Source: an optimization exercise on an open RTL-to-GDS flow (aim: small area). Production flows keep margins and buffers that such runs may drop. The RTL was checked by simulation tests, not by an equivalence proof against the original design. Power figures rest on the tool's default switching activity, not on a simulated workload.

==> design.v <==
module RAM (
  input clk,
  input we_s,           
  input we_f,           
  input first,          
  input [9:0] din,      
  input [3:0] b,        
  input [2:0] m,        
  input [3:0] col,      
  input [2:0] page,     
  output [7:0] dout
);
  wire n0 = !m[2] && !m[0];
  wire n1 = m[0] && !m[1];
  wire n2 = m[1] && !m[2];
  wire n3 = m[2] && m[0];
  wire n4 = m[1] && !m[0];
  wire n5 = m[2] && !m[1];
  wire w_r0 = (b == 4'd3) || ((b == 4'd4) && (n3 || n4));    
  wire ws_r0 = we_s && w_r0;
  wire wf_r0 = we_f && w_r0;
  wire w_r1 = (b == 4'd5) || ((b == 4'd6) && (n3 || n4));    
  wire ws_r1 = we_s && w_r1;
  wire wf_r1 = we_f && w_r1;
  wire w_r2 = (b == 4'd7) || ((b == 4'd8) && (n3 || n4));    
  wire ws_r2 = we_s && w_r2;
  wire wf_r2 = we_f && w_r2;
  wire w_r3 = (b == 4'd9) || ((b == 4'd10) && (n3 || n4));    
  wire ws_r3 = we_s && w_r3;
  wire wf_r3 = we_f && w_r3;
  wire w_ra = ((b == 4'd1) && (n0 || n3 || n4 || n5));    
  wire ws_ra = we_s && w_ra;
  wire wf_ra = we_f && w_ra;
  wire w_rb = ((b == 4'd1) && (n1 || n2)) || (b == 4'd2) || ((b == 4'd6) && (n0 || n1 || n2 || n5)) || ((b == 4'd8) && (n0 || n1 || n2 || n5));    
  wire ws_rb = we_s && w_rb;
  wire wf_rb = we_f && w_rb;
  wire w_rc = ((b == 4'd4) && (n0 || n1 || n2 || n5)) || ((b == 4'd10) && (n0 || n1 || n2 || n5));    
  wire ws_rc = we_s && w_rc;
  wire wf_rc = we_f && w_rc;
  reg [127:0] r0;
  reg [127:0] r1;
  reg [127:0] r2;
  reg [127:0] r3;
  reg [63:0] ra;
  reg [15:0] rb;
  reg [7:0] rc;
  always @(posedge clk) begin
    r0[30] <= (din[5] & first) | (r0[29] & !we_f);
    r0[57] <= (din[0] & !first) | (r0[56] & !we_s);
    r0[77] <= ws_r0 ? din[9] : r0[76];
    r0[90] <= (din[0] & first) | (r0[89] & !we_f);
    r0[110] <= wf_r0 ? din[9] : r0[109];
    r0[125] <= (din[5] & !first) | (r0[124] & !we_s);
    r0[0] <= r0[127];
    r0[29:1] <= r0[28:0];
    r0[56:31] <= r0[55:30];
    r0[76:58] <= r0[75:57];
    r0[89:78] <= r0[88:77];
    r0[109:91] <= r0[108:90];
    r0[124:111] <= r0[123:110];
    r0[127:126] <= r0[126:125];
    r1[18] <= (din[6] & first) | (r1[17] & !we_f);
    r1[45] <= (din[1] & !first) | (r1[44] & !we_s);
    r1[77] <= ws_r1 ? din[9] : r1[76];
    r1[78] <= (din[1] & first) | (r1[77] & !we_f);
    r1[110] <= wf_r1 ? din[9] : r1[109];
    r1[113] <= (din[6] & !first) | (r1[112] & !we_s);
    r1[0] <= r1[127];
    r1[17:1] <= r1[16:0];
    r1[44:19] <= r1[43:18];
    r1[76:46] <= r1[75:45];
    r1[109:79] <= r1[108:78];
    r1[112:111] <= r1[111:110];
    r1[127:114] <= r1[126:113];
    r2[6] <= (din[7] & first) | (r2[5] & !we_f);
    r2[33] <= (din[2] & !first) | (r2[32] & !we_s);
    r2[66] <= (din[2] & first) | (r2[65] & !we_f);
    r2[77] <= ws_r2 ? din[9] : r2[76];
    r2[101] <= (din[7] & !first) | (r2[100] & !we_s);
    r2[110] <= wf_r2 ? din[9] : r2[109];
    r2[0] <= r2[127];
    r2[5:1] <= r2[4:0];
    r2[32:7] <= r2[31:6];
    r2[65:34] <= r2[64:33];
    r2[76:67] <= r2[75:66];
    r2[100:78] <= r2[99:77];
    r2[109:102] <= r2[108:101];
    r2[127:111] <= r2[126:110];
    r3[21] <= (din[3] & !first) | (r3[20] & !we_s);
    r3[54] <= (din[3] & first) | (r3[53] & !we_f);
    r3[77] <= ws_r3 ? din[9] : r3[76];
    r3[89] <= (din[8] & !first) | (r3[88] & !we_s);
    r3[110] <= wf_r3 ? din[9] : r3[109];
    r3[122] <= (din[8] & first) | (r3[121] & !we_f);
    r3[0] <= r3[127];
    r3[20:1] <= r3[19:0];
    r3[53:22] <= r3[52:21];
    r3[76:55] <= r3[75:54];
    r3[88:78] <= r3[87:77];
    r3[109:90] <= r3[108:89];
    r3[121:111] <= r3[120:110];
    r3[127:123] <= r3[126:122];
    ra[9] <= (din[4] & !first) | (ra[8] & !we_s);
    ra[13] <= ws_ra ? din[9] : ra[12];
    ra[42] <= (din[4] & first) | (ra[41] & !we_f);
    ra[46] <= wf_ra ? din[9] : ra[45];
    ra[0] <= ra[63];
    ra[8:1] <= ra[7:0];
    ra[12:10] <= ra[11:9];
    ra[41:14] <= ra[40:13];
    ra[45:43] <= ra[44:42];
    ra[63:47] <= ra[62:46];
    rb[13] <= ws_rb ? din[9] : rb[12];
    rb[14] <= wf_rb ? din[9] : rb[13];
    rb[0] <= rb[15];
    rb[12:1] <= rb[11:0];
    rb[15] <= rb[14];
    rc[5] <= ws_rc ? din[9] : rc[4];
    rc[6] <= wf_rc ? din[9] : rc[5];
    rc[0] <= rc[7];
    rc[4:1] <= rc[3:0];
    rc[7] <= rc[6];
  end
  wire c9 = (col == 4'd10);
  wire p0 = (page == 3'd0);
  wire p1 = (page == 3'd1);
  wire p2 = (page == 3'd2);
  wire p3 = (page == 3'd3);
  wire p4 = (page == 3'd4);
  wire p5 = (page == 3'd5);
  wire p6 = (page == 3'd6);
  wire p7 = (page == 3'd7);
  wire s0_r0 = (col == 4'd1) || (col == 4'd6) || (c9 && (p2));
  wire s0_r1 = (col == 4'd2) || (col == 4'd7) || (c9 && (p4));
  wire s0_r2 = (col == 4'd3) || (col == 4'd8) || (c9 && (p5));
  wire s0_r3 = (col == 4'd4) || (col == 4'd9) || (c9 && (p7));
  wire s0_ra = (col == 4'd5);
  wire s0_rb = (c9 && (p1 || p6));
  wire s0_rc = (c9 && (p3));
  wire s1_r0 = (col == 4'd1) || (col == 4'd6) || (c9 && (p2));
  wire s1_r1 = (col == 4'd2) || (col == 4'd7) || (c9 && (p3));
  wire s1_r2 = (col == 4'd3) || (col == 4'd8) || (c9 && (p5));
  wire s1_r3 = (col == 4'd4) || (col == 4'd9) || (c9 && (p6));
  wire s1_ra = (col == 4'd5) || (c9 && (p0));
  wire s1_rb = (c9 && (p1 || p4));
  wire s1_rc = (c9 && (p7));
  wire s2_r0 = (col == 4'd1) || (col == 4'd6) || (c9 && (p1));
  wire s2_r1 = (col == 4'd2) || (col == 4'd7) || (c9 && (p3));
  wire s2_r2 = (col == 4'd3) || (col == 4'd8) || (c9 && (p4));
  wire s2_r3 = (col == 4'd4) || (col == 4'd9) || (c9 && (p6));
  wire s2_ra = (col == 4'd5);
  wire s2_rb = (c9 && (p0 || p5));
  wire s2_rc = (c9 && (p2));
  assign dout[0] = (s0_r0 & r0[7]) | (s0_r1 & r1[7]) | (s0_r2 & r2[7]) | (s0_r3 & r3[7]) | (s0_ra & ra[7]) | (s0_rb & rb[7]) | (s0_rc & rc[7]);
  assign dout[1] = (s0_r0 & r0[6]) | (s0_r1 & r1[6]) | (s0_r2 & r2[6]) | (s0_r3 & r3[6]) | (s0_ra & ra[6]) | (s0_rb & rb[6]) | (s0_rc & rc[6]);
  assign dout[2] = (s1_r0 & r0[5]) | (s1_r1 & r1[5]) | (s1_r2 & r2[5]) | (s1_r3 & r3[5]) | (s1_ra & ra[5]) | (s1_rb & rb[5]) | (s1_rc & rc[5]);
  assign dout[3] = (s1_r0 & r0[4]) | (s1_r1 & r1[4]) | (s1_r2 & r2[4]) | (s1_r3 & r3[4]) | (s1_ra & ra[4]) | (s1_rb & rb[4]) | (s1_rc & rc[4]);
  assign dout[4] = (s1_r0 & r0[3]) | (s1_r1 & r1[3]) | (s1_r2 & r2[3]) | (s1_r3 & r3[3]) | (s1_ra & ra[3]) | (s1_rb & rb[3]) | (s1_rc & rc[3]);
  assign dout[5] = (s1_r0 & r0[2]) | (s1_r1 & r1[2]) | (s1_r2 & r2[2]) | (s1_r3 & r3[2]) | (s1_ra & ra[2]) | (s1_rb & rb[2]) | (s1_rc & rc[2]);
  assign dout[6] = (s2_r0 & r0[1]) | (s2_r1 & r1[1]) | (s2_r2 & r2[1]) | (s2_r3 & r3[1]) | (s2_ra & ra[1]) | (s2_rb & rb[1]) | (s2_rc & rc[1]);
  assign dout[7] = (s2_r0 & r0[0]) | (s2_r1 & r1[0]) | (s2_r2 & r2[0]) | (s2_r3 & r3[0]) | (s2_ra & ra[0]) | (s2_rb & rb[0]) | (s2_rc & rc[0]);
endmodule
module RAM_ctrl (
  input [99:0] game_table,
  input clk,
  input rst_n,
  input data_valid,       
  input y_last,           
  input x_last,           
  input init,             
  output ready,
  output we_s,
  output we_f,
  output reg [9:0] din,
  output reg [3:0] b,
  output reg [2:0] m      
);
  integer jj, kk;
  always @* begin
    for (jj = 0; jj < 10; jj = jj + 1) begin
      din[jj] = 1'b0;
      for (kk = 0; kk < 10; kk = kk + 1)
        din[jj] = din[jj] | ((b == kk + 1) & game_table[10*kk + jj]);
    end
  end
  wire wr = (b != 4'd0) && (b < 4'd11);
  assign we_s = wr && !init;
  assign we_f = wr && init;
  assign ready = (b == 4'd13) && m[2] && m[0];     
  always @(posedge clk or negedge rst_n) begin
    if (!rst_n) begin
      b <= 4'd0;
      m <= 3'b000;                                    
    end else begin
      if (data_valid && y_last) begin
        if (x_last) begin b <= 4'd0; m <= 3'b001; end    
        else begin b <= 4'd11; m <= 3'b001; end           
      end else if (!ready) begin
        m <= {m[1:0], ~m[2]};
        if (m[1] && !m[2]) b <= b + 1'b1;              
      end
    end
  end
endmodule
module LCD_control (
  input wire clk,
  input wire rst_n,
  input wire [7:0] tap,      
  input wire ready,          
  output wire data_valid,    
  output wire [3:0] col,     
  output wire y_last,
  output wire x_last,
  output wire init,
  output wire [2:0] page,
  output wire LCD_di,
  output wire LCD_rw,
  output reg LCD_en,
  output wire LCD_rst,
  output wire [1:0] LCD_cs,
  output reg [7:0] LCD_data
);
  localparam [3:0] SETDSL = 4'b0000, E_X0 = 4'b0001, E_Y = 4'b0010, E_D0 = 4'b0011,
                   SETY = 4'b0100, IDLE = 4'b0101, D_D0 = 4'b0110, D_D1 = 4'b0111,
                   SETX = 4'b1000, E_X1 = 4'b1001, E_D = 4'b1011,
                   D_X = 4'b1101, D_D = 4'b1111;
  assign LCD_rst = rst_n;
  assign LCD_cs = 2'b10;
  assign LCD_rw = 1'b0;
  reg [3:0] state;
  assign LCD_di = state[3];
  reg [2:0] x_cnt;
  reg [3:0] yb;
  reg [2:0] ym;
  wire data_st = (state[2:0] == 3'b111);         
  assign data_valid = ready && data_st && !LCD_en;
  assign y_last = (yb == 4'd11) && ym[2] && ym[0];         
  assign x_last = (x_cnt == 3'd7);
  assign init = !state[2];
  assign col = yb;
  assign page = x_cnt;
  wire border = (yb == 4'd0) || (yb == 4'd11);
  wire first_byte = ym[1] && !ym[2];                        
  wire [7:0] rowmask = (x_cnt == 3'd0) ? 8'b0000_0011 : (x_cnt == 3'd7) ? 8'b1100_0000 : 8'b0;
  reg [7:0] cmd;
  always @* begin
    case (state)
      SETDSL:     cmd = 8'hc0;
      E_X0, E_X1, D_X, SETX: cmd = {5'b10111, x_cnt};    
      E_Y, SETY:  cmd = 8'h40;
      IDLE:       cmd = 8'h3f;
      default:    cmd = 8'h00;    
    endcase
  end
  wire load = !LCD_en && (state[2:1] == 2'b11 ? (data_valid && (border || first_byte)) : 1'b1);
  wire [7:0] data_next = data_st ? (tap | rowmask | {8{border}}) : cmd;
  always @(posedge clk or negedge rst_n) begin
    if (!rst_n) begin
      LCD_data <= 8'h00;
      LCD_en <= 1'b1;
      state <= SETDSL;
      x_cnt <= 3'd0;
      yb <= 4'd0;
      ym <= 3'b000;
    end else begin
      LCD_en <= ~LCD_en;
      if (load) LCD_data <= data_next;
      if (!LCD_en) begin
        case (state)
          SETDSL: state <= E_X0;
          E_X0, E_X1: state <= E_Y;
          E_Y:    state <= E_D0;
          E_D0, E_D: begin
            state <= E_D;
            if (y_last) begin
              x_cnt <= x_cnt + 1'b1;
              state <= x_last ? SETX : E_X1;
            end
          end
          SETX:   state <= SETY;
          SETY:   state <= IDLE;
          IDLE:   state <= D_D0;
          D_D0:   state <= D_D1;    
          D_D1, D_D: begin
            if (data_valid) begin
              state <= D_D;
              if (y_last) begin
                x_cnt <= x_cnt + 1'b1;
                state <= D_X;
              end
            end
          end
          D_X:    state <= (x_cnt == 3'd0) ? IDLE : D_D1;
          default: ;
        endcase
        if ((state[2:0] == 3'b011) || data_valid) begin    
          if (y_last) begin
            yb <= 4'd0; ym <= 3'b000;
          end else begin
            ym <= {ym[1:0], ~ym[2]};
            if (ym[0] && !ym[1]) yb <= yb + 1'b1;    
          end
        end
      end
    end
  end
endmodule
module lcd_renderer (
  input clk,
  input rst_n,
  input [99:0] game_table,
  output LCD_rst,
  output [1:0] LCD_cs,
  output LCD_rw,
  output LCD_di,
  output [7:0] LCD_data,
  output LCD_en
);
  wire ready, out_valid, we_s, we_f, y_last, x_last, init;
  wire [9:0] din;
  wire [3:0] col;
  wire [7:0] tap;
  wire [3:0] wb;
  wire [2:0] wm, page;
  RAM_ctrl ram_c (
    .game_table(game_table), .clk(clk), .rst_n(rst_n), .data_valid(out_valid),
    .y_last(y_last), .x_last(x_last), .init(init), .ready(ready),
    .we_s(we_s), .we_f(we_f), .din(din), .b(wb), .m(wm)
  );
  RAM R1 (.clk(clk), .we_s(we_s), .we_f(we_f), .first(init), .din(din), .b(wb), .m(wm),
          .col(col), .page(page), .dout(tap));
  LCD_control LCD_ctrl (
    .clk(clk), .rst_n(rst_n), .tap(tap), .ready(ready), .data_valid(out_valid),
    .col(col), .y_last(y_last), .x_last(x_last), .init(init), .page(page),
    .LCD_di(LCD_di), .LCD_rw(LCD_rw), .LCD_en(LCD_en), .LCD_rst(LCD_rst),
    .LCD_cs(LCD_cs), .LCD_data(LCD_data)
  );
endmodule
==> flow/run.sh <==
#!/bin/bash
# Layout flow: the standard ORFS flow (standard.sh) with these changes:
#  - synthesis: the standard synthesis, but yosys abc maps the logic with
#    the area-oriented script flow/abc_area.script (flow/synth_area.tcl);
#    the registers are the standard synthesis's;
#  - port buffers use the smallest buffer (buf_1) instead of ORFS's default
#    pick; every input and output port still gets its own buffer;
#  - clock tree synthesis builds leaf clusters of at most 10 sinks driven by
#    clkbuf_4 and inserts no dummy loads.
# Each tool's full output goes to a log file in this folder (make.log) and to
# ORFS's own per-step logs under orfs/logs/.
set -euo pipefail
export FLOW_SYNTH_TCL="$PWD/synth_recipe.tcl"
export FLOW_ABC_AREA_SCRIPT="$PWD/flow/abc_area.script"
cat >> config.mk <<'C'
export BUFFER_PORTS_ARGS = -buffer_cell sky130_fd_sc_hd__buf_1
export CTS_ARGS = -sink_clustering_enable -repair_clock_nets -dont_use_dummy_load -buf_list sky130_fd_sc_hd__clkbuf_4 -sink_clustering_size 10 -sink_clustering_max_diameter 30
C
bash standard.sh "SYNTH_SCRIPT=$PWD/flow/synth_area.tcl" finish > make.log 2>&1
==> flow/abc_area.script <==
strash
&get -n
&fraig -x
&put
scorr
dc2
dretime
strash
&get -n
&dc2
&dch -f
&nf -R 1000
&put
==> flow/synth_area.tcl <==
# The standard synthesis (synth_recipe.tcl, sourced unchanged: ORFS's
# synth.tcl with yosys synth -nofsm -noshare, then flatten and rename) with
# one change: the combinational mapping (yosys abc) runs the area-oriented
# script flow/abc_area.script instead of ORFS's delay-oriented one. Flip-flops
# are mapped before abc and abc does not touch them, so the registers (count,
# names, cell types) are those of the standard synthesis.
proc abc {args} {
  set i [lsearch -exact $args -script]
  if {$i >= 0} { lset args [expr {$i + 1}] $::env(FLOW_ABC_AREA_SCRIPT) }
  yosys abc {*}$args
}
source $::env(FLOW_SYNTH_TCL)
==> standard.sh <==
#!/bin/bash
# synth_recipe.tcl (not shown) runs the flow's synth.tcl, then flattens the netlist and writes it again
# the make line also repeats each setting of config.mk as NAME=value (left out here)
make -C /OpenROAD-flow-scripts/flow DESIGN_CONFIG=/design/flow/config.mk WORK_HOME=/design/flow/orfs CLKGATE_MAP_FILE= SYNTH_SCRIPT=/design/flow/synth_recipe.tcl "${@:-finish}"
==> config.mk <==
export PLATFORM = sky130hd
export DESIGN_NAME = lcd_renderer
export DESIGN_NICKNAME = lcd_renderer
export VERILOG_FILES = /design/flow/design.v
export SDC_FILE = /design/flow/constraint.sdc
export NUM_CORES = 4
export LEC_CHECK = 0
export CAP_MARGIN = 20
export CORE_MARGIN = 2
export CORE_UTILIZATION = 70
export SLEW_MARGIN = 20
export BUFFER_PORTS_ARGS = -buffer_cell sky130_fd_sc_hd__buf_1
export CTS_ARGS = -sink_clustering_enable -repair_clock_nets -dont_use_dummy_load -buf_list sky130_fd_sc_hd__clkbuf_4 -sink_clustering_size 10 -sink_clustering_max_diameter 30
==> constraint.sdc <==
create_clock -name core_clock -period 10.0 [get_ports {clk}]
set_input_delay 2.0000 -clock core_clock [delete_from_list [all_inputs] [get_ports {clk}]]
set_output_delay 2.0000 -clock core_clock [all_outputs]
set_load 0.01 [all_outputs]
==> flow_summary_export.csv, run 1 <==
group,metric,value,unit
timing,slew_viol_final,0,
timing,rsz0062_at_grt,"false",
placed_design,dp.cells,1370,
critical_path,crit_path_max_incr_delay,0.57,ns
routing,num_vias,7677,
timing,min_period,4.79,ns
yosys,async_reset_ff_frac,0.0476,
timing,max_clock_freq,209,MHz
routing,ant_nets,0,
pwr,ir_worst_vdd,0.154,mV
cts,post_cts_resized,0,
cells_and_area,area_growth_syn_to_layout,9.29,%
timing,slew_headroom,0.405,
routing,firstDrtPassIters,5,
critical_path,crit_arrival,2.79,ns
routing,drc,0,
global_route,grt_pass1_wl,38.1,mm
cts,cts_made_buffers,79,
timing,finalSetupViolations,0,
floorplanning,start_util,0.715,
timing,min_period_over_period,0.479,
cts,clk_latency,0.68,ns
timing,skew,0.0587,ns
cts,cts_setup_buffers,0,
yosys,syn_inst,978,
global_route,antenna_found_initial,1,
pwr,finalPower,0.00372,W
global_route,grt_pass1_vias,7390,
cells_and_area,drive_gt1_frac,0.0758,
cts,clockBufferDepth,3,
cts,holdBufCountCts,0,
outcome,status,"no timing/DRC/antenna violations",
placed_design,place_congestion,0.883,
critical_path,endpoint_kind,"output pin",
global_route,grt-ovfl-total,0,
flow_run,cap_violations,0,
critical_path,crit_required,8.00,ns
placed_design,hpwl,16.0,mm
yosys,synth.distinct_cells,41,
yosys,ys_seq_area_frac,0.850,
global_route,grt_use_total,0.225,
floorplanning,fp.dieH,151,um
cells_and_area,layout.nets,1292,
critical_path,cp-start-kind,"input port",
critical_path,cp_top_family,"buffers and inverters",
critical_path,worstSetupPathType,"input port to output pin",
cells_and_area,instances_no_fill,1450,
routing,routed_wl,24.8,mm
critical_path,crit_buf_inv,2,
floorplanning,die_width,151,um
yosys,synth-main-ff-cell,"dfxtp_1",
floorplanning,ios,116,
critical_path,crit_slowest_cell,"clkbuf_2",
routing,drtIter0Drc,490,
cts,cts_tree,"built",
floorplanning,dieArea,0.0227,mm^2
timing,setup_tns,0,ns
placed_design,io_buffers,112,
yosys,synth_edf_count,0,
cts,path_clk_slew,0.09,ns
yosys,netlist_area,0.0150,mm^2
timing,hold_viol_final,0,
floorplanning,coreArea,0.0210,mm^2
pwr,power_density,226,mW/mm^2
floorplanning,rows,53,
critical_path,path_max_fanout,31,
global_route,grt_max_degree,32,
yosys,synth-seq-cells,630,
cts,clock-sinks,630,
timing,worst_slew_pin_slew,0.893,ns
routing,vias_per_cell,5.29,
critical_path,ff2ff_setup_slack,6.66,ns
routing,wl_per_cell,17.1,um
cells_and_area,fillers,1254,
critical_path,worstPathCellList,"clkbuf_2 -> buf_1",
cts,cts_max_level,3,
cts,root_buffer,"clkbuf_4",
yosys,avgSynthCellArea,15.4,um^2
worst_hold_path,hold_path_class,"flop to flop",
yosys,ys_warn_count,3,
pwr,leakagePower,6.82,nW
worst register-to-register path: stages (launching register included):
cell and delay (ns):
dfrtp_1 0.93, nand3_1 0.56, nor2_1 0.23, a21oi_1 0.08, nor2_1 0.58, o31ai_1 0.34, o21bai_1 0.29, o22a_1 0.20
flip-flops by register name (all words and copies together) (netlist names):
register,count
R1.r0,128
R1.r1,128
R1.r2,128
R1.r3,128
R1.ra,64
R1.rb,16
LCD_ctrl.LCD_data,8
R1.rc,8
LCD_ctrl.state,4
LCD_ctrl.yb,4
ram_c.b,4
LCD_ctrl.x_cnt,3
LCD_ctrl.ym,3
ram_c.m,3
LCD_ctrl.LCD_en,1
cell usage in the layout, fill, tap and decap left out, drive strengths merged, types with 18 or more instances in the layout:
| master | synthesis | final |
|---|---|---|
| dfxtp | 600 | 600 |
| buf | 4 | 119 |
| clkbuf | 0 | 80 |
| nand2 | 49 | 49 |
| nor2 | 37 | 37 |
| dfrtp | 29 | 29 |
| a222oi | 28 | 28 |
| o21ai | 25 | 25 |
| a22oi | 19 | 19 |
| nand3 | 18 | 18 |
logic make-up after synthesis:
family          share of synthesized area
fa+ha+maj                          0.0117
flops                               0.850
compound gates                     0.0735
buf+inv                           0.00575
simple gates                       0.0442
mux                                0.0119
other cells                      0.000500
xor+xnor                          0.00292
path summary, 6_finish.rpt:
kind	from	end	cells past startpoint
setup / recovery	rst_n	LCD_rst	2
hold / removal	R1.r3[111]	R1.r3[112]	0
setup reg to reg	LCD_ctrl.state[2]	LCD_ctrl.LCD_data[3]	7
hold reg to reg	R1.r3[111]	R1.r3[112]	0
max in group asynchronous	rst_n	LCD_ctrl.yb[2]	1
min in group asynchronous	rst_n	LCD_ctrl.ym[2]	1
through the flow:
step / setup slack (ns) / area (um^2) / util / hold slack [ns]
3_5_place_dp: 5.14 / 15800 / 0.753 / 0.312
2_1_floorplan: 5.88 / 15000 / - / 0.310
3_3_place_gp: 5.14 / 15800 / 0.753 / 0.311
5_1_grt: 5.04 / 16400 / 0.781 / 0.267
6_report: 5.21 / 16400 / 0.781 / 0.286
4_1_cts: 5.14 / 16400 / 0.781 / 0.269
report_power, final:
group,internal (W),total [W],leakage [nW],switching [W]
combinational,0.0000156,0.0000319,1.06,0.0000162
clock,0.000365,0.00105,0.363,0.000684
sequential,0.00261,0.00264,5.39,0.0000284
cell type report:
class	instances	area, um^2	share of cell area
flip-flops and latches	630	12800	0.777
well taps	275	344	0.0210
repair buffers	120	482	0.0293
multi-input cells	330	2180	0.133
clock buffers	79	593	0.0361
diodes	1	2.50	0.000152
inverters	15	56.3	0.00343
routing by layer:
metal / global-route usage / wire length (um) / part of all wire / vias to the layer above
met5: 0 / 0 / 0 / -
met4: 0.0788 / 545 / 0.022 / 0
met3: 0.0582 / 1720 / 0.070 / 51
met2: 0.340 / 10900 / 0.44 / 287
met1: 0.318 / 11600 / 0.47 / 3603
li1: - / - / - / 3736
cell usage after synthesis, types with 4 or more instances:
master    instances  area, um^2
nor2b_1           6        37.5
nand4_1           6        37.5
a31oi_1           8        50.1
nand2_1          49         184
clkinv_1         15        56.3
nor2_1           37         139
o21ai_0          25         125
a221oi_1          9        78.8
and2_0           14        87.6
a22oi_1          19         143
nor3_1            5        25.0
dfxtp_1         600       12000
a21oi_1          17        85.1
buf_4             4        30.0
nand3_1          18        90.1
and3_1            5        31.3
a222oi_1         28         280
dfrtp_1          29         726
a22o_1           17         149
ha_1             14         175
a21boi_0          9        67.6
mux2_1           15         169
==> run 2, diff against run 1 <==
==> flow/abc_area.script (replaced) <==
strash
&get -n
&fraig -x
&put
dc2
strash
&get -n
&dc2
&dch -f
&nf -R 2000 -C 20
&put
==> run 2 against run 1 <==
Against the previous run: non-clock buffer count shrank 4; total power grew 0.41%; core utilization shrank 0.24 points; synthesized cell count shrank 0.41%; wire length grew 4.5%; still clean on timing, DRC and antenna.
==> flow_summary_export.csv, run 2 <==
group,metric,value,unit
yosys,synth_adder_area_share,0.0117,
critical_path,crit_buf_inv,2,
pwr,switching_share,0.198,
critical_path,startpoint,"rst_n",
timing,finalSetupViolations,0,
pwr,power_switching,0.000741,W
critical_path,crit_end,"LCD_rst",
placed_design,io_buffers,112,
routing,wl_met2,11.4,mm
yosys,netlist_area,0.0150,mm^2
floorplanning,fp.dieH,150,um
timing,slew_headroom,0.330,
routing,top_layer_used,"met4",
routing,routed_wl,25.9,mm
critical_path,cp_top_family,"buffers and inverters",
yosys,ys_warn_count,3,
yosys,async_reset_ff_frac,0.0476,
yosys,yosysTopAreaCell,"dfxtp_1",
global_route,grt_use_total,0.238,
global_route,antenna_found_initial,1,
timing,min_period_over_period,0.480,
cells_and_area,fillers,1265,
critical_path,cp.depth,2,
routing,vias_per_cell,5.41,
floorplanning,die_width,150,um
floorplanning,coreArea,0.0210,mm^2
routing,met3WireLength,2.15,mm
pwr,ir_worst_vdd,0.153,mV
yosys,muxShareOfSynthArea,0.0119,
yosys,syn_inst,974,
yosys,synth-main-ff-cell,"dfxtp_1",
cells_and_area,layout.nets,1285,
critical_path,crit_arrival,2.80,ns
cells_and_area,multi_input_area,0.00215,mm^2
yosys,ys_seq_area_frac,0.851,
routing,wl_per_cell,17.9,um
critical_path,ff2ff_setup_slack,6.82,ns
cts,path_clk_slew,0.09,ns
cells_and_area,final_cell_mix,"dfxtp_1, buf_1, clkbuf_4",
placed_design,place_congestion,0.883,
critical_path,cp-start-kind,"input port",
cts,cts_max_level,3,
timing,min_period,4.80,ns
critical_path,endpoint_kind,"output pin",
timing,skew,0.0648,ns
critical_path,path_max_fanout,31,
cells_and_area,seqCellArea,0.0128,mm^2
cts,holdBufCountCts,0,
cells_and_area,layout_commonest_cell,"dfxtp_1",
cells_and_area,area_growth_syn_to_layout,9.15,%
floorplanning,dieArea,0.0226,mm^2
yosys,synthTopCellsByArea,"dfxtp_1, dfrtp_1, a222oi_1, nand2_1, ha_1",
pwr,power_frac_seq,0.706,
timing,worst_slew_pin_slew,1.01,ns
yosys,synth.distinct_cells,44,
timing,hold_viol_final,0,
cts,clk_latency,0.70,ns
cts,post_cts_resized,0,
floorplanning,ios,116,
worst_hold_path,hold_path_class,"flop to flop",
yosys,yosysTopAreaCellShare,0.801,
timing,max_clock_freq,208,MHz
pwr,pwr-share-clk,0.285,
pwr,p_int,0.00299,W
routing,drtIter0Drc,526,
yosys,synth_top_family_by_area,"compound AO/OA/AOI/OAI gates",
yosys,yosysMostFrequentCell,"dfxtp_1",
critical_path,crit_slowest_cell,"clkbuf_2",
critical_path,worstSetupPathType,"input port to output pin",
cells_and_area,drive_gt1_frac,0.0737,
routing,ant_nets,0,
yosys,synth_common_cells,"dfxtp_1, nand2_1, nor2_1, a222oi_1, dfrtp_1",
yosys,synth_edf_count,0,
timing,rsz0062_at_grt,"false",
routing,num_vias,7806,
cells_and_area,final_util,0.779,
cts,cts_made_buffers,80,
critical_path,worstPathCellList,"clkbuf_2 -> buf_1",
routing,drc,0,
pwr,leakagePower,6.78,nW
floorplanning,rows,53,
cts,clock-sinks,630,
timing,slew_viol_final,0,
routing,drt-met1-wl,11.5,mm
yosys,synth-compound-area-share,0.0705,
cts,cts_setup_buffers,0,
cts,cts_tree,"built",
critical_path,r2r_start,"ram_c.b[0]",
cts,root_buffer,"clkbuf_4",
cts,clockBufferDepth,3,
global_route,grt_pass1_wl,39.9,mm
flow_run,cap_violations,0,
critical_path,crit_required,8.00,ns
critical_path,crit_path_max_incr_delay,0.58,ns
placed_design,hpwl,16.8,mm
routing,firstDrtPassIters,6,
global_route,grt-ovfl-total,0,
yosys,synth-simple-area-share,0.0458,
global_route,grt_pass1_vias,7677,
critical_path,r2r_end,"R1.r0[110]",
outcome,status,"no timing/DRC/antenna violations",
pwr,combPwrFrac,0.009,
global_route,grt_max_degree,32,
critical_path,rr_worst_depth,6,
floorplanning,start_util,0.713,
pwr,power_density,228,mW/mm^2
yosys,synth-seq-cells,630,
yosys,synthXorXnorAreaFrac,0.00292,
yosys,avgSynthCellArea,15.4,um^2
timing,setup_tns,0,ns
==> run 2: changes by cell type in the layout (fill, tap and decap cells not counted), sizes merged, moves of 3 or more <==
cell,previous run,this run
a22oi,19,16
buf,119,115
nor2,37,34
nand4,6,10
nand3,18,7
a21boi,9,0
and4,0,3
nand2,49,61
a22o,17,13
and3,5,2
==> run 2: power groups by stage <==
| stage | Sequential, W | Clock (W) | Combinational (W) |
|---|---|---|---|
| finish | 0.00264 | 0.00106 | 0.0000323 |
| global route | 0.00265 | 0.00120 | 0.0000356 |
| CTS | 0.00264 | 0.00110 | 0.0000318 |
| detailed placement | 0.00269 | 0 | 0.0000315 |
| global placement | 0.00269 | 0 | 0.0000308 |
| floorplan | 0.00268 | 0 | 0.0000102 |
==> run 2: through the flow <==
stage	instance area, um^2	setup slack (ns)	std cells	hold WS, ns	power (W)
floorplan	15000	5.88	975	0.310	0.00269
global placement	15800	5.16	1362	0.310	0.00272
detailed placement	15800	5.15	1362	0.312	0.00273
CTS	16400	5.15	1442	0.265	0.00377
global route	16400	5.08	1443	0.278	0.00388
finish	16400	5.20	1443	0.260	0.00373
==> run 2: layout make-up <==
| class | instances | area share |
|---|---|---|
| sequential | 630 | 0.780 |
| antenna | 1 | 0.000153 |
| tap | 275 | 0.0210 |
| inverter | 14 | 0.00321 |
| timing repair buffer | 116 | 0.0276 |
| multi-input combinational | 327 | 0.132 |
| clock buffer | 80 | 0.0367 |
==> run 2: how the worst min path moves through the flow <==
stage / startpoint / cells after the start / end / slack [ns]
2_1_floorplan: R1.r0[127] / 0 / R1.r0[0] / 0.31
4_1_cts: R1.r3[89] / 0 / R1.r3[90] / 0.27
3_5_place_dp: R1.r1[48] / 0 / R1.r1[49] / 0.31
6_report: R1.r3[89] / 0 / R1.r3[90] / 0.26
5_1_grt: R1.r3[64] / 0 / R1.r3[65] / 0.28
3_3_place_gp: R1.r3[77] / 0 / R1.r3[78] / 0.31
==> run 2: logic make-up (layout without fill, tap and decap cells) <==
logic type	after synthesis	in the layout
flops	630	630
simple gates	149	149
compound gates	140	140
buf+inv	18	210
mux	16	16
fa+ha+maj	14	14
xor+xnor	5	5
other cells	2	4
==> run 2: routing by layer <==
layer,global-route usage,vias up
met5,0,-
met4,0.110,0
met3,0.0688,81
met2,0.366,307
met1,0.315,3705
li1,-,3713
==> run 2: worst register-to-register path, stage by stage (launching register included) <==
cell	delay, ns
dfrtp_1	0.40
clkinv_1	0.15
ha_1	0.24
and2_0	0.49
a222oi_1	0.50
nand4_1	0.66
mux2_1	0.59
==> run 3, diff against run 2 <==
--- a/flow/run.sh
+++ b/flow/run.sh
@@ -3,4 +3,5 @@
 #  - synthesis: the standard synthesis, but yosys abc maps the logic with
-#    the area-oriented script flow/abc_area.script (flow/synth_area.tcl);
-#    the registers are the standard synthesis's;
+#    the area-oriented script flow/abc_area.script and no adder cells are
+#    extracted (flow/synth_area.tcl); the registers are the standard
+#    synthesis's;
 #  - port buffers use the smallest buffer (buf_1) instead of ORFS's default
==> flow/synth_area.tcl (replaced) <==
# The standard synthesis (synth_recipe.tcl, sourced unchanged: ORFS's
# synth.tcl with yosys synth -nofsm -noshare, then flatten and rename) with
# two changes to the combinational logic only:
#  - yosys abc maps the logic with the area-oriented script
#    flow/abc_area.script instead of ORFS's delay-oriented one;
#  - half and full adders are not extracted into adder cells (extract_fa is
#    skipped), so abc maps the counters' increments with the rest.
# Flip-flops are mapped before abc and abc does not touch them, so the
# registers (count, names, cell types) are those of the standard synthesis.
proc abc {args} {
  set i [lsearch -exact $args -script]
  if {$i >= 0} { lset args [expr {$i + 1}] $::env(FLOW_ABC_AREA_SCRIPT) }
  yosys abc {*}$args
}
proc extract_fa {args} {}
source $::env(FLOW_SYNTH_TCL)
==> run 3 against run 2 <==
Against the previous run: largest power group unchanged; register-to-register slack better by 0.04 ns; wire length is 0.66% lower; still clean on timing, DRC and antenna; hold slack improved by 0.0059 ns; sequential share of layout area up 0.42 points; critical path type unchanged; clock power about the same.
==> flow_summary_export.csv, run 3 <==
group,metric,value,unit
outcome,status,"no timing/DRC/antenna violations",
critical_path,endpoint_kind,"output pin",
floorplanning,die_width,150,um
critical_path,worstSetupPathType,"input port to output pin",
yosys,ys_seq_area_frac,0.860,
yosys,netlist_area,0.0148,mm^2
critical_path,path_max_fanout,31,
worst_hold_path,hold_path_class,"flop to flop",
cts,path_clk_slew,0.10,ns
yosys,async_reset_ff_frac,0.0476,
critical_path,crit_path_max_incr_delay,0.57,ns
placed_design,hpwl,17.0,mm
routing,wl_per_cell,17.9,um
cells_and_area,fillers,1275,
routing,routed_wl,25.7,mm
floorplanning,ios,116,
critical_path,crit_arrival,2.78,ns
floorplanning,fp.dieH,150,um
routing,ant_nets,0,
timing,slew_viol_final,0,
yosys,yosysMostFrequentCell,"dfxtp_1",
critical_path,ff2ff_setup_slack,6.86,ns
yosys,synth_edf_count,0,
critical_path,crit_buf_inv,2,
routing,vias_per_cell,5.32,
floorplanning,start_util,0.711,
yosys,synth-main-ff-cell,"dfxtp_1",
critical_path,cp_top_family,"buffers and inverters",
pwr,leakagePower,6.69,nW
placed_design,place_congestion,0.874,
flow_run,cap_violations,0,
routing,drt-met1-wl,11.3,mm
timing,min_period_over_period,0.478,
yosys,synth_common_cells,"dfxtp_1, nand2_1, nor2_1, a222oi_1, dfrtp_1",
cells_and_area,drive_gt1_frac,0.0818,
critical_path,worstPathCellList,"clkbuf_2 -> buf_1",
yosys,synth-seq-cells,630,
cts,cts_setup_buffers,0,
cells_and_area,final_util,0.779,
routing,firstDrtPassIters,8,
global_route,grt-ovfl-total,0,
floorplanning,rows,53,
yosys,yosysTopAreaCellShare,0.809,
global_route,grt_pass1_vias,7620,
placed_design,io_buffers,112,
critical_path,cp.depth,2,
cts,cts_tree,"built",
worst_hold_path,hold_depth,0,
routing,drc,0,
routing,num_vias,7645,
pwr,power_density,228,mW/mm^2
critical_path,crit_required,8.00,ns
cells_and_area,layout_commonest_cell,"dfxtp_1",
cts,clk_latency,0.69,ns
cts,post_cts_resized,0,
global_route,grt_use_total,0.238,
timing,max_clock_freq,209,MHz
cells_and_area,layout.nets,1265,
yosys,synth.distinct_cells,42,
cts,cts_made_buffers,77,
timing,slew_headroom,0.353,
floorplanning,coreArea,0.0209,mm^2
critical_path,rr_worst_depth,7,
placed_design,placed_area,0.0157,mm^2
cts,clockBufferDepth,3,
timing,skew,0.0676,ns
global_route,grt_max_degree,32,
cells_and_area,area_growth_syn_to_layout,9.64,%
yosys,avgSynthCellArea,15.4,um^2
cells_and_area,finalInstanceArea,0.0163,mm^2
timing,setup_tns,0,ns
timing,min_period,4.78,ns
cells_and_area,final_cell_mix,"dfxtp_1, buf_1, clkbuf_4",
pwr,ir_worst_vdd,0.163,mV
routing,drtIter0Drc,598,
floorplanning,dieArea,0.0224,mm^2
critical_path,cp-start-kind,"input port",
cts,clock-sinks,630,
routing,met3WireLength,1.51,mm
global_route,grt_pass1_wl,39.8,mm
yosys,yosysTopAreaCell,"dfxtp_1",
timing,finalSetupViolations,0,
cts,cts_max_level,3,
critical_path,crit_slowest_cell,"clkbuf_2",
yosys,ys_warn_count,3,
timing,worst_slew_pin_slew,0.963,ns
cts,holdBufCountCts,0,
routing,top_layer_used,"met4",
timing,rsz0062_at_grt,"false",
timing,hold_viol_final,0,
cts,root_buffer,"clkbuf_4",
yosys,synthTopCellsByArea,"dfxtp_1, dfrtp_1, a222oi_1, nand2_1, nor2_1",
global_route,antenna_found_initial,1,
routing,wl_met2,12.2,mm
yosys,syn_inst,964,
run 3: changes by cell type after synthesis, moves of 5 or more:
cell      previous run  this run
and2_0              13         3
clkinv_1            14         6
ha_1                14         0
nand2b_1             2        10
nor2_1              34        48
nor2b_1              7        12
nor3_1               6        12
o21ai_0             27        17
run 3: cell type report:
type                    instances  area [um^2]  area share
diodes                          1         2.50    0.000154
clock buffers                  77          578      0.0355
inverters                       6         22.5     0.00138
multi-input cells             325         2060       0.127
flip-flops and latches        630        12800       0.784
well taps                     275          344      0.0211
repair buffers                123          508      0.0312
run 3: layer usage:
metal  vias to the layer above  global-route usage
li1                       3694                   -
met1                      3624               0.328
met2                       265               0.375
met3                        62              0.0540
met4                         0              0.0867
met5                         -                   0
run 3: report_power, final:
part / internal (W) / switching, W / total, W
clock: 0.000357 / 0.000682 / 0.00104
sequential: 0.00261 / 0.0000300 / 0.00264
combinational: 0.0000149 / 0.0000164 / 0.0000313
total: 0.00298 / 0.000728 / 0.00371
run 3: cell families (layout without fill, tap and decap cells):
family	Yosys count	in the layout	share of synthesized area
xor gates and xnor gates	4	4	0.00236
DFF	630	630	0.860
buffers and inverters	10	206	0.00354
other	2	4	0.000506
and+or+nand+nor	170	170	0.0535
AOI/OAI and AO/OA	133	133	0.0692
muxes	15	15	0.0114
run 3: stage by stage:
stage	total power, W	setup WS (ns)	hold slack (ns)	std cells
after floorplan	0.00269	5.88	0.310	965
after global placement	0.00272	5.18	0.310	1358
after detailed placement	0.00273	5.16	0.312	1358
after CTS	0.00374	5.16	0.257	1435
after global routing	0.00387	5.09	0.267	1437
final	0.00371	5.22	0.265	1437
run 3: path summary, 6_finish.rpt:
path                       startpoint           endpoint
min reg2reg                 R1.rb[11]          R1.rb[12]
max in group asynchronous       rst_n         ram_c.m[1]
max reg2reg                ram_c.b[1]     LCD_ctrl.yb[3]
min in group asynchronous       rst_n  LCD_ctrl.state[3]
min                         R1.rb[11]          R1.rb[12]
max                             rst_n            LCD_rst
==> run 4, diff against run 3 <==
--- a/design.v
+++ b/design.v
@@ -18,21 +18,21 @@
   wire n5 = m[2] && !m[1];
-  wire w_r0 = (b == 4'd3) || ((b == 4'd4) && (n3 || n4));    
+  wire w_r0 = (b == 4'b0111) || ((b == 4'b1110) && (n3 || n4));    
   wire ws_r0 = we_s && w_r0;
   wire wf_r0 = we_f && w_r0;
-  wire w_r1 = (b == 4'd5) || ((b == 4'd6) && (n3 || n4));    
+  wire w_r1 = (b == 4'b1101) || ((b == 4'b1011) && (n3 || n4));    
   wire ws_r1 = we_s && w_r1;
   wire wf_r1 = we_f && w_r1;
-  wire w_r2 = (b == 4'd7) || ((b == 4'd8) && (n3 || n4));    
+  wire w_r2 = (b == 4'b0110) || ((b == 4'b1100) && (n3 || n4));    
   wire ws_r2 = we_s && w_r2;
   wire wf_r2 = we_f && w_r2;
-  wire w_r3 = (b == 4'd9) || ((b == 4'd10) && (n3 || n4));    
+  wire w_r3 = (b == 4'b1001) || ((b == 4'b0010) && (n3 || n4));    
   wire ws_r3 = we_s && w_r3;
   wire wf_r3 = we_f && w_r3;
-  wire w_ra = ((b == 4'd1) && (n0 || n3 || n4 || n5));    
+  wire w_ra = ((b == 4'b0001) && (n0 || n3 || n4 || n5));    
   wire ws_ra = we_s && w_ra;
   wire wf_ra = we_f && w_ra;
-  wire w_rb = ((b == 4'd1) && (n1 || n2)) || (b == 4'd2) || ((b == 4'd6) && (n0 || n1 || n2 || n5)) || ((b == 4'd8) && (n0 || n1 || n2 || n5));    
+  wire w_rb = ((b == 4'b0001) && (n1 || n2)) || (b == 4'b0011) || ((b == 4'b1011) && (n0 || n1 || n2 || n5)) || ((b == 4'b1100) && (n0 || n1 || n2 || n5));    
   wire ws_rb = we_s && w_rb;
   wire wf_rb = we_f && w_rb;
-  wire w_rc = ((b == 4'd4) && (n0 || n1 || n2 || n5)) || ((b == 4'd10) && (n0 || n1 || n2 || n5));    
+  wire w_rc = ((b == 4'b1110) && (n0 || n1 || n2 || n5)) || ((b == 4'b0010) && (n0 || n1 || n2 || n5));    
   wire ws_rc = we_s && w_rc;
@@ -123,3 +123,3 @@
   end
-  wire c9 = (col == 4'd10);
+  wire c9 = (col == 4'b0010);
   wire p0 = (page == 3'd0);
@@ -132,21 +132,21 @@
   wire p7 = (page == 3'd7);
-  wire s0_r0 = (col == 4'd1) || (col == 4'd6) || (c9 && (p2));
-  wire s0_r1 = (col == 4'd2) || (col == 4'd7) || (c9 && (p4));
-  wire s0_r2 = (col == 4'd3) || (col == 4'd8) || (c9 && (p5));
-  wire s0_r3 = (col == 4'd4) || (col == 4'd9) || (c9 && (p7));
-  wire s0_ra = (col == 4'd5);
+  wire s0_r0 = (col == 4'b0001) || (col == 4'b1011) || (c9 && (p2));
+  wire s0_r1 = (col == 4'b0011) || (col == 4'b0110) || (c9 && (p4));
+  wire s0_r2 = (col == 4'b0111) || (col == 4'b1100) || (c9 && (p5));
+  wire s0_r3 = (col == 4'b1110) || (col == 4'b1001) || (c9 && (p7));
+  wire s0_ra = (col == 4'b1101);
   wire s0_rb = (c9 && (p1 || p6));
   wire s0_rc = (c9 && (p3));
-  wire s1_r0 = (col == 4'd1) || (col == 4'd6) || (c9 && (p2));
-  wire s1_r1 = (col == 4'd2) || (col == 4'd7) || (c9 && (p3));
-  wire s1_r2 = (col == 4'd3) || (col == 4'd8) || (c9 && (p5));
-  wire s1_r3 = (col == 4'd4) || (col == 4'd9) || (c9 && (p6));
-  wire s1_ra = (col == 4'd5) || (c9 && (p0));
+  wire s1_r0 = (col == 4'b0001) || (col == 4'b1011) || (c9 && (p2));
+  wire s1_r1 = (col == 4'b0011) || (col == 4'b0110) || (c9 && (p3));
+  wire s1_r2 = (col == 4'b0111) || (col == 4'b1100) || (c9 && (p5));
+  wire s1_r3 = (col == 4'b1110) || (col == 4'b1001) || (c9 && (p6));
+  wire s1_ra = (col == 4'b1101) || (c9 && (p0));
   wire s1_rb = (c9 && (p1 || p4));
   wire s1_rc = (c9 && (p7));
-  wire s2_r0 = (col == 4'd1) || (col == 4'd6) || (c9 && (p1));
-  wire s2_r1 = (col == 4'd2) || (col == 4'd7) || (c9 && (p3));
-  wire s2_r2 = (col == 4'd3) || (col == 4'd8) || (c9 && (p4));
-  wire s2_r3 = (col == 4'd4) || (col == 4'd9) || (c9 && (p6));
-  wire s2_ra = (col == 4'd5);
+  wire s2_r0 = (col == 4'b0001) || (col == 4'b1011) || (c9 && (p1));
+  wire s2_r1 = (col == 4'b0011) || (col == 4'b0110) || (c9 && (p3));
+  wire s2_r2 = (col == 4'b0111) || (col == 4'b1100) || (c9 && (p4));
+  wire s2_r3 = (col == 4'b1110) || (col == 4'b1001) || (c9 && (p6));
+  wire s2_ra = (col == 4'b1101);
   wire s2_rb = (c9 && (p0 || p5));
@@ -177,2 +177,8 @@
 );
+  localparam [4*15-1:0] BS = {4'b1000, 4'b0100, 4'b1010, 4'b0101, 4'b0010, 4'b1001, 4'b1100, 4'b0110, 4'b1011, 4'b1101, 4'b1110, 4'b0111, 4'b0011, 4'b0001, 4'b0000};
+  wire [3:0] B [0:14];
+  genvar g;
+  generate for (g = 0; g < 15; g = g + 1) begin : g_b
+    assign B[g] = BS[4*g +: 4];
+  end endgenerate
   integer jj, kk;
@@ -182,12 +188,12 @@
       for (kk = 0; kk < 10; kk = kk + 1)
-        din[jj] = din[jj] | ((b == kk + 1) & game_table[10*kk + jj]);
+        din[jj] = din[jj] | ((b == B[kk + 1]) & game_table[10*kk + jj]);
     end
   end
-  wire wr = (b != 4'd0) && (b < 4'd11);
+  wire wr = (b != B[0]) && (b != B[11]) && (b != B[12]) && (b != B[13]);
   assign we_s = wr && !init;
   assign we_f = wr && init;
-  assign ready = (b == 4'd13) && m[2] && m[0];     
+  assign ready = (b == B[13]) && m[2] && m[0];     
   always @(posedge clk or negedge rst_n) begin
     if (!rst_n) begin
-      b <= 4'd0;
+      b <= 4'b0000;
       m <= 3'b000;                                    
@@ -195,7 +201,7 @@
       if (data_valid && y_last) begin
-        if (x_last) begin b <= 4'd0; m <= 3'b001; end    
-        else begin b <= 4'd11; m <= 3'b001; end           
+        if (x_last) begin b <= B[0]; m <= 3'b001; end    
+        else begin b <= B[11]; m <= 3'b001; end           
       end else if (!ready) begin
         m <= {m[1:0], ~m[2]};
-        if (m[1] && !m[2]) b <= b + 1'b1;              
+        if (m[1] && !m[2]) b <= {b[2:0], ~(b[3] ^ b[2])};    
       end
@@ -234,5 +240,8 @@
   reg [2:0] ym;
+  localparam [3:0] Y0 = 4'b0000, Y1 = 4'b0001, Y2 = 4'b0011, Y3 = 4'b0111, Y4 = 4'b1110,
+                   Y5 = 4'b1101, Y6 = 4'b1011, Y7 = 4'b0110, Y8 = 4'b1100, Y9 = 4'b1001,
+                   Y10 = 4'b0010, Y11 = 4'b0101;
   wire data_st = (state[2:0] == 3'b111);         
   assign data_valid = ready && data_st && !LCD_en;
-  assign y_last = (yb == 4'd11) && ym[2] && ym[0];         
+  assign y_last = (yb == Y11) && ym[2] && ym[0];           
   assign x_last = (x_cnt == 3'd7);
@@ -241,3 +250,3 @@
   assign page = x_cnt;
-  wire border = (yb == 4'd0) || (yb == 4'd11);
+  wire border = (yb == Y0) || (yb == Y11);
   wire first_byte = ym[1] && !ym[2];                        
@@ -262,3 +271,3 @@
       x_cnt <= 3'd0;
-      yb <= 4'd0;
+      yb <= Y0;
       ym <= 3'b000;
@@ -297,6 +306,6 @@
           if (y_last) begin
-            yb <= 4'd0; ym <= 3'b000;
+            yb <= Y0; ym <= 3'b000;
           end else begin
             ym <= {ym[1:0], ~ym[2]};
-            if (ym[0] && !ym[1]) yb <= yb + 1'b1;    
+            if (ym[0] && !ym[1]) yb <= {yb[2:0], ~(yb[3] ^ yb[2])};    
           end
--- a/flow/run.sh
+++ b/flow/run.sh
@@ -17,3 +17,3 @@
 export BUFFER_PORTS_ARGS = -buffer_cell sky130_fd_sc_hd__buf_1
-export CTS_ARGS = -sink_clustering_enable -repair_clock_nets -dont_use_dummy_load -buf_list sky130_fd_sc_hd__clkbuf_4 -sink_clustering_size 10 -sink_clustering_max_diameter 30
+export CTS_ARGS = -sink_clustering_enable -repair_clock_nets -dont_use_dummy_load -buf_list sky130_fd_sc_hd__clkbuf_4 -sink_clustering_size 10 -sink_clustering_max_diameter 25
 C
==> config.mk (replaced) <==
export PLATFORM = sky130hd
export DESIGN_NAME = lcd_renderer
export DESIGN_NICKNAME = lcd_renderer
export VERILOG_FILES = /design/flow/design.v
export SDC_FILE = /design/flow/constraint.sdc
export NUM_CORES = 4
export LEC_CHECK = 0
export CAP_MARGIN = 20
export CORE_MARGIN = 2
export CORE_UTILIZATION = 78
export SLEW_MARGIN = 20
export BUFFER_PORTS_ARGS = -buffer_cell sky130_fd_sc_hd__buf_1
export CTS_ARGS = -sink_clustering_enable -repair_clock_nets -dont_use_dummy_load -buf_list sky130_fd_sc_hd__clkbuf_4 -sink_clustering_size 10 -sink_clustering_max_diameter 25
==> run 4 against run 3 <==
Against the previous run: count of clock-buffer cells in the layout up 14; largest power group unchanged; global-route usage up 9.4 points; critical path type unchanged; non-clock buffer count down 1; hold slack better by 0.0088 ns; total power up 3.8%.
==> flow_summary_export.csv, run 4 <==
group,metric,value,unit
outcome,status,"no timing/DRC/antenna violations",
timing,finalSetupViolations,0,
timing,min_period,4.80,ns
timing,setup_tns,0,ns
routing,wl_per_cell,23.1,um
yosys,synth_top_family_by_area,"compound AO/OA/AOI/OAI gates",
cells_and_area,finalInstanceArea,0.0163,mm^2
yosys,synthTopCellsByArea,"dfxtp_1, dfrtp_1, a222oi_1, nand2_1, nor2_1",
routing,routed_wl,32.6,mm
routing,drtIter0Drc,745,
yosys,synth-main-ff-cell,"dfxtp_1",
cells_and_area,multi_input_area,0.00200,mm^2
routing,ant_nets,0,
yosys,synthXorXnorAreaFrac,0.00118,
global_route,grt-ovfl-total,0,
pwr,power_density,237,mW/mm^2
timing,max_clock_freq,208,MHz
yosys,synth_common_cells,"dfxtp_1, nand2_1, nor2_1, a222oi_1, dfrtp_1",
timing,slew_viol_final,0,
floorplanning,fp.dieH,142,um
critical_path,crit_buf_inv,2,
pwr,combPwrFrac,0.009,
yosys,avgSynthCellArea,15.4,um^2
cts,clk_latency,0.77,ns
routing,num_vias,8317,
cells_and_area,area_growth_syn_to_layout,9.83,%
timing,worst_slew_pin_slew,1.17,ns
critical_path,worstPathCellList,"clkbuf_2 -> buf_1",
placed_design,hpwl,19.3,mm
placed_design,dp.cells,1317,
global_route,grt_pass1_wl,49.0,mm
routing,drc,0,
critical_path,cp-start-kind,"input port",
yosys,synth-simple-area-share,0.0523,
critical_path,startpoint,"rst_n",
cells_and_area,layout.nets,1278,
yosys,synth.distinct_cells,40,
pwr,power_frac_seq,0.687,
placed_design,placed_area,0.0156,mm^2
floorplanning,rows,50,
global_route,use_met3,0.0911,
placed_design,io_buffers,112,
pwr,pwr-share-clk,0.304,
pwr,p_int,0.00304,W
critical_path,crit_path_max_incr_delay,0.57,ns
pwr,switching_share,0.209,
timing,rsz0062_at_grt,"false",
cts,cts_setup_buffers,0,
cts,path_clk_slew,0.10,ns
timing,min_period_over_period,0.480,
global_route,grt_max_degree,32,
cells_and_area,instances_no_fill,1409,
yosys,synth-compound-area-share,0.0659,
cells_and_area,fillers,734,
cts,root_buffer,"clkbuf_4",
timing,hold_viol_final,0,
floorplanning,ios,116,
floorplanning,coreArea,0.0186,mm^2
yosys,yosysMostFrequentCell,"dfxtp_1",
worst_hold_path,hold_start,"R1.rb[9]",
yosys,yosysTopAreaCell,"dfxtp_1",
critical_path,path_max_fanout,31,
floorplanning,die_width,142,um
cts,cts_tree,"built",
floorplanning,start_util,0.794,
critical_path,cp_top_family,"buffers and inverters",
global_route,use_met1,0.400,
critical_path,crit_required,8.00,ns
critical_path,crit_slowest_cell,"clkbuf_2",
timing,slew_headroom,0.215,
cts,cts_made_buffers,91,
routing,vias_per_cell,5.90,
global_route,antenna_found_initial,2,
timing,skew,0.0729,ns
yosys,async_reset_ff_frac,0.0476,
critical_path,endpoint_kind,"output pin",
critical_path,r2r_start,"ram_c.b[3]",
cells_and_area,seqCellArea,0.0128,mm^2
cts,post_cts_resized,0,
global_route,grt_use_total,0.332,
yosys,ys_seq_area_frac,0.862,
yosys,yosysTopAreaCellShare,0.811,
worst_hold_path,hold_path_class,"flop to flop",
yosys,synth_edf_count,0,
cts,holdBufCountCts,0,
cts,clock-sinks,630,
yosys,muxShareOfSynthArea,0.0144,
yosys,ys_warn_count,3,
cts,cts_max_level,3,
critical_path,crit_arrival,2.80,ns
routing,firstDrtPassIters,6,
yosys,syn_inst,964,
yosys,synth-seq-cells,630,
global_route,grt.met2_usage,0.554,
critical_path,worstSetupPathType,"input port to output pin",
yosys,netlist_area,0.0148,mm^2
cells_and_area,final_cell_mix,"dfxtp_1, buf_1, clkbuf_4",
flow_run,cap_violations,0,
yosys,synth_adder_area_share,0,
global_route,busiest_layer,"met2",
cts,clockBufferDepth,3,
placed_design,place_congestion,0.921,
cells_and_area,layout_commonest_cell,"dfxtp_1",
cells_and_area,drive_gt1_frac,0.0894,
global_route,grt_pass1_vias,8717,
floorplanning,dieArea,0.0201,mm^2
pwr,power_switching,0.000806,W
pwr,ir_worst_vdd,0.171,mV
pwr,leakagePower,6.70,nW
==> run 4: cells by family (layout without fill, tap and decap cells) <==
group	Yosys count	count (layout)
flip-flops	630	630
AND/OR/NAND/NOR	172	172
multiplexers	19	19
AO/OA/AOI/OAI	128	128
buffers and inverters	11	220
other	2	4
XOR/XNOR	2	2
==> run 4: per-layer routing <==
metal / part of all wire / routed length, um
met1: 0.38 / 12300
met2: 0.49 / 15900
met3: 0.085 / 2760
met4: 0.046 / 1510
met5: 0 / 0
==> run 4: path summary, 6_finish.rpt <==
path | to | slack (ns) | cells after the start
max | LCD_rst | 5.20 | 2
min | R1.rb[10] | 0.27 | 0
max reg2reg | LCD_ctrl.LCD_data[2] | 6.66 | 9
min reg2reg | R1.rb[10] | 0.27 | 0
max in group asynchronous | ram_c.m[0] | 8.14 | 1
min in group asynchronous | LCD_ctrl.state[3] | 1.31 | 1
==> run 4: area by class of cell <==
| cell class | count | area share |
|---|---|---|
| Inverter | 7 | 0.00162 |
| Antenna cell | 1 | 0.000154 |
| Timing Repair Buffer | 122 | 0.0305 |
| Sequential cell | 630 | 0.785 |
| Tap cell | 234 | 0.0180 |
| Clock buffer | 91 | 0.0420 |
| Multi-Input combinational cell | 324 | 0.123 |
==> run 4: power groups by stage <==
stage               sequential [W]  clock (W)  combinational, W
finish                     0.00264    0.00117         0.0000346
global route               0.00265    0.00128         0.0000370
CTS                        0.00265    0.00118         0.0000339
detailed placement         0.00270          0         0.0000319
global placement           0.00269          0         0.0000295
floorplan                  0.00268          0         0.0000106
==> run 4: metrics by stage <==
| stage | util | total power (W) | hold WS (ns) | setup WS [ns] |
|---|---|---|---|---|
| finish | 0.872 | 0.00385 | 0.274 | 5.20 |
| global route | 0.872 | 0.00397 | 0.247 | 5.06 |
| CTS | 0.872 | 0.00386 | 0.275 | 5.15 |
| detailed placement | 0.836 | 0.00273 | 0.312 | 5.16 |
| global placement | 0.835 | 0.00272 | 0.310 | 5.19 |
| floorplan | - | 0.00269 | 0.310 | 5.88 |
==> run 4: worst register-to-register path, stage by stage (launching register included) <==
cell and delay (ns):
dfrtp_1 0.49, clkinv_1 0.12, nand2_1 0.15, or3_1 0.50
nor3_1 0.46, a21oi_1 0.13, nor2_1 0.60, o31ai_1 0.35
a221oi_1 0.33, nor2_1 0.10
==> run 5, diff against run 4 <==
--- a/flow/run.sh
+++ b/flow/run.sh
@@ -17,3 +17,3 @@
 export BUFFER_PORTS_ARGS = -buffer_cell sky130_fd_sc_hd__buf_1
-export CTS_ARGS = -sink_clustering_enable -repair_clock_nets -dont_use_dummy_load -buf_list sky130_fd_sc_hd__clkbuf_4 -sink_clustering_size 10 -sink_clustering_max_diameter 25
+export CTS_ARGS = -sink_clustering_enable -repair_clock_nets -dont_use_dummy_load -buf_list sky130_fd_sc_hd__clkbuf_4 -sink_clustering_size 10 -sink_clustering_max_diameter 40
 C
==> config.mk (replaced) <==
export PLATFORM = sky130hd
export DESIGN_NAME = lcd_renderer
export DESIGN_NICKNAME = lcd_renderer
export VERILOG_FILES = /design/flow/design.v
export SDC_FILE = /design/flow/constraint.sdc
export NUM_CORES = 4
export LEC_CHECK = 0
export CAP_MARGIN = 20
export CORE_MARGIN = 2
export CORE_UTILIZATION = 70
export SLEW_MARGIN = 20
export BUFFER_PORTS_ARGS = -buffer_cell sky130_fd_sc_hd__buf_1
export CTS_ARGS = -sink_clustering_enable -repair_clock_nets -dont_use_dummy_load -buf_list sky130_fd_sc_hd__clkbuf_4 -sink_clustering_size 10 -sink_clustering_max_diameter 40
==> run 5 against run 4 <==
Against the previous run: sequential cell count is the same; synthesized area unchanged; wire length is 22% lower.
==> flow_summary_export.csv, run 5 <==
group,metric,value,unit
worst_hold_path,hold_path_class,"flop to flop",
floorplanning,dieArea,0.0223,mm^2
yosys,synth_common_cells,"dfxtp_1, nand2_1, nor2_1, a222oi_1, dfrtp_1",
critical_path,endpoint_kind,"output pin",
timing,worst_slew_pin_slew,1.21,ns
pwr,power_frac_seq,0.714,
cts,holdBufCountCts,0,
global_route,grt_max_degree,32,
pwr,switching_share,0.198,
timing,max_clock_freq,209,MHz
pwr,power_switching,0.000733,W
pwr,pwr-share-clk,0.278,
yosys,synth_edf_count,0,
yosys,yosysTopAreaCellShare,0.811,
global_route,grt-ovfl-total,0,
timing,finalSetupViolations,0,
yosys,ys_warn_count,3,
routing,ant_nets,0,
timing,min_period_over_period,0.478,
cts,cts_setup_buffers,0,
yosys,synth-seq-cells,630,
critical_path,crit_required,8.00,ns
floorplanning,start_util,0.709,
routing,vias_per_cell,5.33,
floorplanning,fp.dieH,149,um
yosys,ys_seq_area_frac,0.862,
yosys,async_reset_ff_frac,0.0476,
routing,drtIter0Drc,743,
cts,cts_made_buffers,73,
placed_design,io_buffers,112,
cts,path_clk_slew,0.09,ns
cts,clock-sinks,630,
cells_and_area,drive_gt1_frac,0.0729,
placed_design,place_congestion,0.897,
yosys,yosysMostFrequentCell,"dfxtp_1",
timing,setup_tns,0,ns
cells_and_area,final_cell_mix,"dfxtp_1, buf_1, clkbuf_4",
routing,wl_per_cell,17.7,um
critical_path,startpoint,"rst_n",
cts,clk_latency,0.67,ns
timing,hold_viol_final,0,
cells_and_area,layout_commonest_cell,"dfxtp_1",
yosys,synth-main-ff-cell,"dfxtp_1",
critical_path,crit_buf_inv,2,
yosys,synth.distinct_cells,40,
pwr,power_density,229,mW/mm^2
cts,root_buffer,"clkbuf_4",
routing,routed_wl,25.3,mm
floorplanning,coreArea,0.0209,mm^2
routing,num_vias,7616,
critical_path,cp_top_family,"buffers and inverters",
critical_path,r2r_start,"ram_c.b[2]",
yosys,avgSynthCellArea,15.4,um^2
flow_run,cap_violations,0,
timing,rsz0062_at_grt,"false",
placed_design,hpwl,16.5,mm
cells_and_area,layout.nets,1256,
cts,clockBufferDepth,3,
yosys,netlist_area,0.0148,mm^2
floorplanning,rows,53,
cts,post_cts_resized,0,
critical_path,crit_path_max_incr_delay,0.56,ns
pwr,leakagePower,6.60,nW
cts,cts_max_level,3,
floorplanning,ios,116,
worst_hold_path,hold_start,"R1.ra[25]",
yosys,syn_inst,964,
global_route,grt_pass1_wl,39.0,mm
floorplanning,die_width,149,um
global_route,grt_use_total,0.233,
critical_path,crit_slowest_cell,"clkbuf_2",
pwr,combPwrFrac,0.008,
outcome,status,"no timing/DRC/antenna violations",
cts,cts_tree,"built",
routing,drc,0,
global_route,grt_pass1_vias,7607,
pwr,p_int,0.00296,W
cells_and_area,final_util,0.774,
critical_path,crit_arrival,2.78,ns
critical_path,worstPathCellList,"clkbuf_2 -> buf_1",
timing,slew_viol_final,0,
timing,slew_headroom,0.192,
critical_path,worstSetupPathType,"input port to output pin",
cells_and_area,area_growth_syn_to_layout,9.13,%
critical_path,cp-start-kind,"input port",
yosys,synthTopCellsByArea,"dfxtp_1, dfrtp_1, a222oi_1, nand2_1, nor2_1",
yosys,yosysTopAreaCell,"dfxtp_1",
routing,firstDrtPassIters,10,
pwr,ir_worst_vdd,0.144,mV
critical_path,path_max_fanout,31,
global_route,antenna_found_initial,2,
timing,skew,0.0579,ns
timing,min_period,4.78,ns
==> run 5: cell counts after synthesis <==
No cell type changed its count.
==> run 5: path summary, 6_finish.rpt <==
path | cells past startpoint | slack, ns | endpoint
min in group asynchronous | 1 | 1.40 | LCD_ctrl.LCD_data[3]
hold reg to reg | 0 | 0.31 | R1.ra[26]
setup reg to reg | 8 | 6.97 | LCD_ctrl.LCD_data[0]
hold / removal | 0 | 0.31 | R1.ra[26]
max in group asynchronous | 1 | 8.09 | ram_c.b[3]
setup / recovery | 2 | 5.22 | LCD_rst
==> run 5: area by class of cell <==
type,instances,area (um^2)
multi-input cells,324,2010
fillers,1254,4730
flip-flops and latches,630,12800
diodes,2,5.00
inverters,7,26.3
well taps,275,344
clock buffers,73,548
repair buffers,118,467
==> run 5: stage by stage <==
stage | setup WS (ns) | std cells | power, W | area, um^2 | hold WS, ns
after floorplan | 5.88 | 965 | 0.00269 | 14800 | 0.310
after global routing | 5.07 | 1429 | 0.00385 | 16200 | 0.305
final | 5.22 | 1429 | 0.00370 | 16200 | 0.305
after detailed placement | 5.17 | 1354 | 0.00273 | 15600 | 0.312
after global placement | 5.18 | 1354 | 0.00272 | 15600 | 0.310
after CTS | 5.16 | 1427 | 0.00373 | 16200 | 0.297
==> run 5: cell families after synthesis <==
| logic type | synth area share |
|---|---|
| AOI/OAI and AO/OA | 0.0659 |
| xor gates and xnor gates | 0.00118 |
| buffers and inverters | 0.00380 |
| DFF | 0.862 |
| muxes | 0.0144 |
| other | 0.000507 |
| and+or+nand+nor | 0.0523 |
==> run 5: power by group through the flow <==
| stage | clock (W) | sequential [W] | combinational, W |
|---|---|---|---|
| global placement | 0 | 0.00269 | 0.0000301 |
| finish | 0.00103 | 0.00264 | 0.0000314 |
| CTS | 0.00106 | 0.00264 | 0.0000312 |
| detailed placement | 0 | 0.00270 | 0.0000309 |
| global route | 0.00117 | 0.00265 | 0.0000345 |
| floorplan | 0 | 0.00268 | 0.0000106 |
==> run 5: metal layers <==
| metal | wire (um) | global-route usage |
|---|---|---|
| met1 | 11400 | 0.330 |
| met2 | 11300 | 0.346 |
| met3 | 1900 | 0.0570 |
| met4 | 747 | 0.100 |
| met5 | 0 | 0 |

## static timing again, ports no longer ideal
How much do the figures lean on ideal ports? The routed layouts below were timed once more, with nothing changed but the port constraints. Step 1, drivers: a clkbuf_16 drives clk and a buf_2 each remaining input, both assumed. Step 2 moves the port delays by t, midway between the first and last clock arrival at a register: inputs arrive t later, outputs are due t later. That takes back most of the time a late clock gives input paths. Slacks: ideal ports / drivers / drivers and shift; pairs: ideal ports / drivers.
run	t, ns	slack for setup (ns)	hold WS [ns]
run 1	0.691	5.206 / 5.183 / 5.183	0.286 / 0.286 / 0.286
run 2	0.710	5.197 / 5.177 / 5.177	0.260 / 0.260 / 0.260
run 3	0.691	5.216 / 5.192 / 5.192	0.265 / 0.265 / 0.265
run 4	0.763	5.200 / 5.177 / 5.177	0.274 / 0.274 / 0.274
run 5	0.688	5.217 / 5.194 / 5.194	0.305 / 0.305 / 0.305
After both steps every run listed still meets setup and hold. The setup slack of run 3, which loses most, moves by -0.024 ns with the drivers and by -0.024 ns with both steps.
